From an optimization exercise on the open Yosys and OpenROAD flow, aimed at small area; shortcuts taken in it are not production practice. In this exercise RTL edits were held to simulation tests only and were not proved equivalent to the original. No activity file was given, so power comes from the tool's default toggle rates.

==> branch tundra: inputs <==
## riscvCpu
module riscvCpu #(parameter PC_WIDTH = 32, INS_WIDTH = 32, REG_WIDTH = 32, IMMFULLWIDTH = 19, REG_ADDR_WIDTH = 5, TOTAL_REGS = 32) (
  input logic resetn,
  input logic clk,
  input logic [REG_WIDTH-1:0] regRdData1,
  input logic [REG_WIDTH-1:0] regRdData2,
  input logic [REG_WIDTH-1:0] memrdData,
  input logic [INS_WIDTH-1:0] InstrData,
  output logic [REG_ADDR_WIDTH-1:0] regWrAdr,
  output logic [REG_ADDR_WIDTH-1:0] regRdAdr1,
  output logic [REG_ADDR_WIDTH-1:0] regRdAdr2,
  output logic regWE,
  output logic [REG_WIDTH-1:0] regWrData,
  output logic [PC_WIDTH-1:0] memAdr,
  output logic [REG_WIDTH-1:0] memwrData,
  output logic memWE,
  output logic [PC_WIDTH-1:0] InstrAdr
);
  function automatic logic is_ctrl(input logic [6:0] op);
    is_ctrl = (op == 7'h63) || (op == 7'h6F) || (op == 7'h67);
  endfunction
  logic [31:0] pc;             
  logic [31:0] instr;          
  logic [31:0] ir;             
  logic [31:0] e_rs1, e_rs2;   
  logic [6:0]  e_op;
  logic [4:0]  e_rd, e_ra1, e_ra2;
  logic [2:0]  e_f3;
  logic [6:0]  e_f7;
  logic [31:0] m_res;          
  logic [31:0] badr;           
  logic        dobr;
  logic        m_ctrl, m_load, m_wr, m_fwd;
  logic [4:0]  m_rd;
  logic [31:0] w_val;          
  logic        w_wr;
  logic [4:0]  w_rd;
  logic        f0, f1, f2;     
  logic        d1, d2, d3;     
  logic [1:0]  e_n;            
  logic        e_j;            
  logic w_stall;
  always_comb
    w_stall = resetn && (is_ctrl(instr[6:0]) || is_ctrl(ir[6:0]) || is_ctrl(e_op) || m_ctrl);
  logic [31:0] pc_inc;
  always_comb begin : inc
    logic c;
    c = !is_jalr;
    pc_inc[1:0] = pc[1:0];
    for (int i = 2; i < 32; i++) begin
      pc_inc[i] = pc[i] ^ c;
      c = c & pc[i];
    end
  end
  assign InstrAdr = pc;
  always_ff @(posedge clk or negedge resetn)
    if (!resetn) pc <= 32'd0;
  ...
Settings: LEC_CHECK=0, CAP_MARGIN=0, CORE_MARGIN=2, CORE_UTILIZATION=55, SLEW_MARGIN=0; clock period 9.0 ns.
standard.sh (not shown) runs the stock make flow with config.mk's settings and CLKGATE_MAP_FILE= SYNTH_SCRIPT=/design/flow/synth_recipe.tcl, a recipe that flattens the netlist after the stock synthesis.
==> flow/flow/run.sh <==
#!/bin/bash
# Own layout flow: the standard ORFS flow (standard.sh) with these changes
# to how the layout is made:
#  * synthesis is the standard synthesis script with an area-oriented ABC
#    mapping script (flow/synth.tcl, flow/abc_area.script); registers are
#    unchanged;
#  * the input and output port buffers are the platform's smallest buffer
#    (sky130_fd_sc_hd__buf_1) instead of the delay buffer buffer_ports picks;
#  * clock tree synthesis inserts no dummy loads and builds the tree from
#    sky130_fd_sc_hd__clkbuf_8 buffers, in sink clusters of up to 16 within 50 um.
# make's full output goes to make_finish.log here; each ORFS step's log is
# copied here too.
set -euo pipefail
export FLOW_WORK="$PWD"
export FLOW_ABC_SCRIPT="$PWD/flow/abc_area.script"
bash standard.sh \
  "SYNTH_SCRIPT=$PWD/flow/synth.tcl" \
  "BUFFER_PORTS_ARGS=-buffer_cell sky130_fd_sc_hd__buf_1" \
  "CTS_ARGS=-sink_clustering_enable -repair_clock_nets -dont_use_dummy_load -buf_list sky130_fd_sc_hd__clkbuf_8 -sink_clustering_size 16 -sink_clustering_max_diameter 50" \
  finish > make_finish.log 2>&1
cp orfs/logs/sky130hd/riscvCpu/base/*.log . 2>/dev/null || true
==> flow/flow/abc_area.script <==
strash
&get -n
&st
&syn2
&dch -f
&nf -a
&put
topo
dnsize -c
==> flow/flow/synth.tcl <==
# The standard synthesis (synth_recipe.tcl, sourced unchanged), with one
# change: Yosys's abc pass maps the combinational logic with the
# area-oriented ABC script in abc_area.script instead of ORFS's script.
# Flip-flops are mapped before abc runs, so the registers, their names and
# their cell types are exactly those of the standard synthesis.
proc abc {args} {
  set i [lsearch -exact $args -script]
  if { $i >= 0 } {
    set args [lreplace $args [expr {$i + 1}] [expr {$i + 1}] $::env(FLOW_ABC_SCRIPT)]
  }
  yosys abc {*}$args
}
source $::env(FLOW_WORK)/synth_recipe.tcl
==> branch sierra: changes against branch tundra <==
--- a/flow/design.v
+++ b/flow/design.v
@@ -34,14 +34,15 @@
   logic [31:0] w_val;          
   logic        w_wr;
   logic [4:0]  w_rd;
   logic        f0, f1, f2;     
   logic        d1, d2, d3;     
   logic [1:0]  e_n;            
   logic        e_j;            
+  logic is_op, is_opi, is_auipc, is_lui, is_jal, is_jalr, is_br, is_ld, is_st;
   logic w_stall;
   always_comb
     w_stall = resetn && (is_ctrl(instr[6:0]) || is_ctrl(ir[6:0]) || is_ctrl(e_op) || m_ctrl);
   logic [31:0] pc_inc;
   always_comb begin : inc
     logic c;
     c = !is_jalr;
@@ -53,15 +54,15 @@
   end
   assign InstrAdr = pc;
   always_ff @(posedge clk or negedge resetn)
     if (!resetn) pc <= 32'd0;
     else if (dobr) pc <= badr;
     else if (!w_stall) pc <= pc_inc;
   always_ff @(posedge clk) begin
-    instr <= w_stall ? 32'h00000013 : InstrData;
+    instr <= InstrData & ~({32{w_stall}} & 32'h01ff8fff);
     ir <= instr;
   end
   logic inc_now, ir_jal;
   assign inc_now = resetn && !dobr && !w_stall;
   assign ir_jal  = ir[6:0] == 7'h6F;
   always_ff @(posedge clk) begin
     f0 <= inc_now;
@@ -105,15 +106,14 @@
     e_rs1 <= rs1_data;
     e_rs2 <= rs2_data;
     e_ra1 <= ir[19:15];
     e_ra2 <= ir[24:20];
     e_f3  <= ir[14:12];
     e_f7  <= ir[31:25];
   end
-  logic is_op, is_opi, is_auipc, is_lui, is_jal, is_jalr, is_br, is_ld, is_st;
   assign is_op    = e_op == 7'h33;
   assign is_opi   = e_op == 7'h13;
   assign is_auipc = e_op == 7'h17;
   assign is_lui   = e_op == 7'h37;
   assign is_jal   = e_op == 7'h6F;
   assign is_jalr  = e_op == 7'h67;
   assign is_br    = e_op == 7'h63;
@@ -224,26 +224,28 @@
   output logic         cout,
   output logic [W-1:0] p,
   output logic [W-1:0] g
 );
   logic [W-1:0] gg, pp;
   assign p = a ^ b;
   assign g = a & b;
+  localparam int LOG = (W > 16) ? 5 : (W > 8) ? 4 : (W > 4) ? 3 : (W > 2) ? 2 : 1;
   always_comb begin
     gg = g;
     pp = p;
     gg[0] = g[0] | (p[0] & cin);
-    for (int k = 0; (1 << k) < W; k++)
-      for (int i = (2 << k) - 1; i < W; i += (2 << k)) begin
-        gg[i] = gg[i] | (pp[i] & gg[i - (1 << k)]);
-        pp[i] = pp[i] & pp[i - (1 << k)];
-      end
-    for (int k = 4; k >= 0; k--)
-      if ((3 << k) - 1 < W)
-        for (int i = (3 << k) - 1; i < W; i += (2 << k)) begin
+    for (int k = 0; k < LOG; k++)
+      for (int i = 0; i < W; i++)
+        if ((i % (2 << k)) == (2 << k) - 1) begin
           gg[i] = gg[i] | (pp[i] & gg[i - (1 << k)]);
           pp[i] = pp[i] & pp[i - (1 << k)];
         end
+    for (int k = LOG - 2; k >= 0; k--)
+      for (int i = 0; i < W; i++)
+        if ((i >= (3 << k) - 1) && ((i - ((3 << k) - 1)) % (2 << k)) == 0) begin
+          gg[i] = gg[i] | (pp[i] & gg[i - (1 << k)]);
+          pp[i] = pp[i] & pp[i - (1 << k)];
+        end
   end
   assign s = p ^ {gg[W-2:0], cin};
   assign cout = gg[W-1];
 endmodule
==> flow/flow/run.sh (replaced) <==
#!/bin/bash
# Own layout flow: the standard ORFS flow (standard.sh) with these changes
# to how the layout is made:
#  * synthesis is the standard synthesis script, but adders are not
#    extracted into adder cells and ABC maps with an area-oriented script
#    (flow/synth.tcl, flow/abc_area.script); registers are unchanged;
#  * the input and output port buffers are the platform's smallest buffer
#    (sky130_fd_sc_hd__buf_1) instead of the delay buffer buffer_ports picks;
#  * clock tree synthesis inserts no dummy loads and builds the tree from
#    sky130_fd_sc_hd__clkbuf_4 and _8 buffers, in sink clusters of up to 16
#    within 60 um.
# make's full output goes to make_finish.log here; each ORFS step's log is
# copied here too.
set -euo pipefail
export FLOW_WORK="$PWD"
export FLOW_ABC_SCRIPT="$PWD/flow/abc_area.script"
bash standard.sh \
  "SYNTH_SCRIPT=$PWD/flow/synth.tcl" \
  "BUFFER_PORTS_ARGS=-buffer_cell sky130_fd_sc_hd__buf_1" \
  "CTS_ARGS=-sink_clustering_enable -repair_clock_nets -dont_use_dummy_load -buf_list {sky130_fd_sc_hd__clkbuf_4 sky130_fd_sc_hd__clkbuf_8} -sink_clustering_size 16 -sink_clustering_max_diameter 60" \
  finish > make_finish.log 2>&1
cp orfs/logs/sky130hd/riscvCpu/base/*.log . 2>/dev/null || true
==> flow/flow/abc_area.script (replaced) <==
strash
&get -n
&st
&syn2
&dch -f
&nf -a -R 1000
&put
topo
dnsize -c
==> flow/flow/synth.tcl (replaced) <==
# The standard synthesis (synth_recipe.tcl, sourced unchanged), with two
# changes to how the combinational logic is mapped: full and half adders are
# not extracted into the platform's adder cells (extract_fa does nothing), and
# Yosys's abc pass uses the area-oriented ABC script in abc_area.script instead
# of ORFS's script.
# Flip-flops are mapped before abc runs, so the registers, their names and
# their cell types are exactly those of the standard synthesis.
proc extract_fa {args} {
  puts "extract_fa: skipped, adders are mapped by abc"
}
proc abc {args} {
  set i [lsearch -exact $args -script]
  if { $i >= 0 } {
    set args [lreplace $args [expr {$i + 1}] [expr {$i + 1}] $::env(FLOW_ABC_SCRIPT)]
  }
  yosys abc {*}$args
}
source $::env(FLOW_WORK)/synth_recipe.tcl
- CORE_UTILIZATION: 55 -> 60
- PLACE_DENSITY: default -> 0.75
==> branch onyx: changes against branch tundra <==
- CORE_UTILIZATION: 55 -> 65
==> summary of the runs <==
Branch onyx produced a clean layout. Branch tundra went through all stages and came out clean. Branch sierra ran to the end with no violations.
Clock skew, highest first: branch onyx, branch sierra, branch tundra.
Against branch onyx, the maximum frequency of branch sierra is higher by 2.0%.
Between branch tundra and branch sierra, the lower first-iteration DRC count is in branch tundra (gap about 11%, measured against branch sierra).
Routed wire length, highest first: branch sierra, branch onyx, branch tundra.
Cell count, lowest first: branch onyx, branch sierra, branch tundra.
The highest clock power belongs to branch tundra, the lowest to branch sierra.
In flip-flop and latch count, branch onyx and branch tundra do not differ.
In area after synthesis, branch onyx and branch tundra do not differ.
Against branch onyx, the synthesized cell count of branch sierra is larger by about 2.5%.
Against branch tundra, the core utilization of branch sierra is higher by 5.0 points.
The highest worst setup slack belongs to branch sierra, the lowest to branch onyx.
==> figures <==
item	branch sierra	branch onyx	branch tundra
Outcome	timing/DRC/antenna clean	timing/DRC/antenna clean	timing/DRC/antenna clean
Total routing usage reported by global routing	47.5%	49.7%	40.7%
Post-route met1 wirelength	26.1 mm	25.3 mm	28.1 mm
Critical Path Slowest Stage Cell	sky130_fd_sc_hd__or4_1	sky130_fd_sc_hd__dfrtp_1	sky130_fd_sc_hd__dfrtp_1
XOR/XNOR share of the synthesized area	9.84%	5.26%	5.26%
Site Rows	62	60	66
Final Wtd Congestion	1.06	1.08	1.02
Seq/total area	34.4%	33.3%	32.8%
Number of iterations in the first detailed-routing pass	11	10	7
Met1 Track Usage GR	59.0%	62.5%	53.9%
Worst IR Drop VDD	208 µV	203 µV	182 µV
M3 GR Usage	12.4%	14.6%	8.95%
Critical Path End Type	output port	register	output port
Synthesized-area fraction occupied by ao, oa, aoi and oai cells	23.2%	22.5%	22.5%
Reg power frac	50.8%	48.1%	48.1%
Starting DRC count in detailed routing	2937	3498	2613
Period Utilization, post-route	95.2%	97.1%	97.0%
Starting density of the core	60.6%	66.4%	55.6%
Via density per instance	6.95	7.17	6.54
Detail Route met2 WL	32.7 mm	30.4 mm	30.5 mm
Post-CTS clock slew at the launch and capture registers of the worst setup and hold paths	0.10 ns	0.10 ns	0.09 ns
Clock Buffer Count	26	29	31
Worst clock skew	0.0746 ns	0.106 ns	0.0574 ns

==> re-timing with driven ports <==
The flow's constraints put no driver on any port. The routed layouts listed below were extracted and timed again, unchanged, in two steps. Step 1 (the two cells are an assumption about what drives the block):
set clk [get_ports {clk}]
set_driving_cell -lib_cell sky130_fd_sc_hd__clkbuf_16 $clk
set_driving_cell -lib_cell sky130_fd_sc_hd__buf_2 [delete_from_list [all_inputs] $clk]
Step 2, shift: input delay + t, output delay - t, t = (earliest + latest rising clock arrival at the registers) / 2. This alone moves slack from input paths to output paths. a / b / c = ideal / step 1 / step 2; a / b = the first two.
run | t (ns) | slack for setup (ns) | worst register clock-pin slew, ns | worst slew at a driven data input, ns
branch tundra | 0.664 | 0.274 / 0.222 / 0.297 | 0.10 / 0.10 | 0.03
branch sierra | 0.642 | 0.435 / 0.383 / 0.614 | 0.11 / 0.11 | 0.06
branch onyx | 0.649 | 0.262 / 0.230 / 0.262 | 0.10 / 0.10 | 0.05
After both steps setup and hold are still met in every run listed.
